What follows belongs to an exercise in optimizing a design on an open flow for small area; a production flow would make more cautious choices.
Only simulation tests tie the RTL to the original design; equivalence was not proved.
Power and IR drop assume default switching activity.

== run A ==
## register_bank
module register_bank
(
  input clk,
  input rst,
  input [31:0] data_in,
  input [4:0] sel_in,
  input load_en,
  output [31:0] data_out_a,
  input [4:0] sel_out_a,
  output [31:0] data_out_b,
  input [4:0] sel_out_b
);
  reg  [31:1] valid;
  reg  [31:0] q [1:31];
  wire [31:0] nxt [1:31];
  wire [31:1] we;
  wire [31:1] hold;
  genvar i, b;
  generate
    for (i = 1; i < 32; i = i + 1) begin: x
      assign we[i] = load_en && (sel_in == i);
      assign hold[i] = ~we[i];
      for (b = 0; b < 32; b = b + 1) begin: h
        hold_bit hb (.e(we[i]), .h(hold[i]), .d(data_in[b]), .q(q[i][b]), .y(nxt[i][b]));
      end
      always @(posedge clk)
        q[i] <= nxt[i];
    end
  endgenerate
  always @(posedge clk, posedge rst) begin
    if (rst)
      valid <= 31'd0;
    else
      valid <= valid | we;
  end
  wire [31:1] sa, sb;
  generate
    for (i = 1; i < 32; i = i + 1) begin: s
      assign sa[i] = valid[i] && (sel_out_a == i);
      assign sb[i] = valid[i] && (sel_out_b == i);
    end
  endgenerate
  generate
    for (b = 0; b < 32; b = b + 1) begin: rd
      wire [31:1] col;
      for (i = 1; i < 32; i = i + 1) begin: c
        assign col[i] = q[i][b];
      end
      read_bit bit_a (.s(sa), .d(col), .y(data_out_a[b]));
  ...
==> flow/config.mk <==
export PLATFORM = sky130hd
export DESIGN_NAME = register_bank
export DESIGN_NICKNAME = register_bank
export VERILOG_FILES = /design/flow/design.v
export SDC_FILE = /design/flow/constraint.sdc
export NUM_CORES = 4
export LEC_CHECK = 0
export CAP_MARGIN = 20
export CORE_MARGIN = 2
export CORE_UTILIZATION = 55
export PLACE_DENSITY = 0.65
export SLEW_MARGIN = 20
export SYNTH_HIERARCHICAL = 1
==> flow/constraint.sdc <==
create_clock -name core_clock -period 7.0 [get_ports {clk}]
set_input_delay 1.4000 -clock core_clock [delete_from_list [all_inputs] [get_ports {clk}]]
set_output_delay 1.4000 -clock core_clock [all_outputs]
set_load 0.01 [all_outputs]
standard.sh (not shown) runs the stock make flow with config.mk's settings and CLKGATE_MAP_FILE= SYNTH_SCRIPT=/design/flow/synth_recipe.tcl, a recipe that flattens the netlist after the stock synthesis.
==> flow/flow/run.sh <==
#!/bin/bash
# Standard ORFS layout with two changes:
#  - port buffers use the smallest buffer, sky130_fd_sc_hd__buf_1;
#  - clock tree synthesis without dummy loads, with small clkbuf_4 clusters.
set -euo pipefail
cd "$(dirname "$0")/.."
bash standard.sh finish \
  "BUFFER_PORTS_ARGS=-buffer_cell sky130_fd_sc_hd__buf_1" \
  "CTS_ARGS=-sink_clustering_enable -repair_clock_nets -dont_use_dummy_load -sink_clustering_size 8 -sink_clustering_max_diameter 30 -buf_list sky130_fd_sc_hd__clkbuf_4" \
  > standard.log 2>&1
diff inputs: run A => run B
Settings: SLEW_MARGIN changed from 20 to 0; CAP_MARGIN changed from 20 to 0.
--- outcome ---
Run B had finished all stages when the layout checks came back failing, citing capacitance limit, slew limit. Per the comparison of run B with run A, clock network area share roughly the same, fraction of power consumed by the clock network roughly the same, first-pass GRT wire length lower, switching power of the nets lower, post-route worst hold slack lower. Portion of the layout cell area used by non-clock buffers | run B below run A. Higher total length of routed wires goes to run A over run B.
--- input diff run B..run C ---
Settings: CAP_MARGIN: 0 -> 20; SLEW_MARGIN: 0 -> 20; PLACE_DENSITY: 0.65 -> 0.7; CORE_UTILIZATION: 55 -> 60.
--- a/flow/flow/run.sh
+++ b/flow/flow/run.sh
@@ -7,4 +7,4 @@
 bash standard.sh finish \
   "BUFFER_PORTS_ARGS=-buffer_cell sky130_fd_sc_hd__buf_1" \
-  "CTS_ARGS=-sink_clustering_enable -repair_clock_nets -dont_use_dummy_load -sink_clustering_size 8 -sink_clustering_max_diameter 30 -buf_list sky130_fd_sc_hd__clkbuf_4" \
+  "CTS_ARGS=-sink_clustering_enable -repair_clock_nets -dont_use_dummy_load -sink_clustering_size 9 -sink_clustering_max_diameter 35 -buf_list sky130_fd_sc_hd__clkbuf_4" \
   > standard.log 2>&1
--- outcome ---
Apart from run B, each of run B and run C ends the flow with a layout that passes the timing, design-rule and antenna checks.
[flow] run B | stages: complete | final checks: fail | reason: capacitance limit, slew limit
Diff run B -> run C | minimum hold slack | decrease of 0.0048 ns
Going from run B to run C, via-per-instance ratio grows by about 2.5%.
Run C against run B: final instance count without filler cells fell by about 1.7%, number of setup buffers added after CTS flat, number of logic stages on the critical path including buffering moved up.
Going from run B to run C, worst slack at placement decreased by 0.028 ns relative to the old numbers, switching power summed over all nets closely matched the old numbers, post-route standard cell area excluding fillers increased by 170 um^2 relative to the old numbers.
Between run B and run C, the sequential share of layout area is lower for run C.
For run D, these inputs were changed with respect to run C:
Settings: PLACE_DENSITY now 0.65, was 0.7; CORE_UTILIZATION now 55, was 60; CAP_MARGIN now 10, was 20; SLEW_MARGIN now 10, was 20.
--- a/flow/flow/run.sh
+++ b/flow/flow/run.sh
@@ -7,4 +7,4 @@
 bash standard.sh finish \
   "BUFFER_PORTS_ARGS=-buffer_cell sky130_fd_sc_hd__buf_1" \
-  "CTS_ARGS=-sink_clustering_enable -repair_clock_nets -dont_use_dummy_load -sink_clustering_size 9 -sink_clustering_max_diameter 35 -buf_list sky130_fd_sc_hd__clkbuf_4" \
+  "CTS_ARGS=-sink_clustering_enable -repair_clock_nets -dont_use_dummy_load -sink_clustering_size 8 -sink_clustering_max_diameter 30 -buf_list sky130_fd_sc_hd__clkbuf_4" \
   > standard.log 2>&1
Notes after the runs:
- In run D the implementation completed, yet the final layout does not meet the checks, the culprit being capacitance limit, slew limit.
- Compared with run C, run D shows a lower final estimated routing congestion in global placement.
- Run C has higher global-route usage than run D.
- Maximum single-stage delay on the critical path ends up lower on run C.

[re-timing with driven ports]
In the flow no input, the clock included, has a driving cell. The finished layouts below were timed again as built, in two steps. Step 1 assumes that a clkbuf_16 drives the clock port and a buf_2 every other input. Step 2 also shifts input and output timing later by t, the mid clock arrival at the registers, as if the neighbouring blocks saw the same clock. a / b / c = no drivers / after step 1 / after step 2; a / b = the first two.
run | t (ns) | setup WS [ns] | worst setup path after step 2 | slew at the worst register clock pin (ns) | worst data-port slew with drivers (ns)
run A | 1.103 | 1.194 / 1.173 / 1.173 | input to output | 0.10 / 0.10 | 0.11
run B | 1.075 | 1.047 / 1.017 / 1.017 | input to output | 0.10 / 0.10 | 0.11
run C | 1.091 | 0.810 / 0.780 / 0.780 | input to output | 0.11 / 0.11 | 0.20
run D | 1.088 | 0.995 / 0.966 / 0.966 | input to output | 0.09 / 0.09 | 0.12
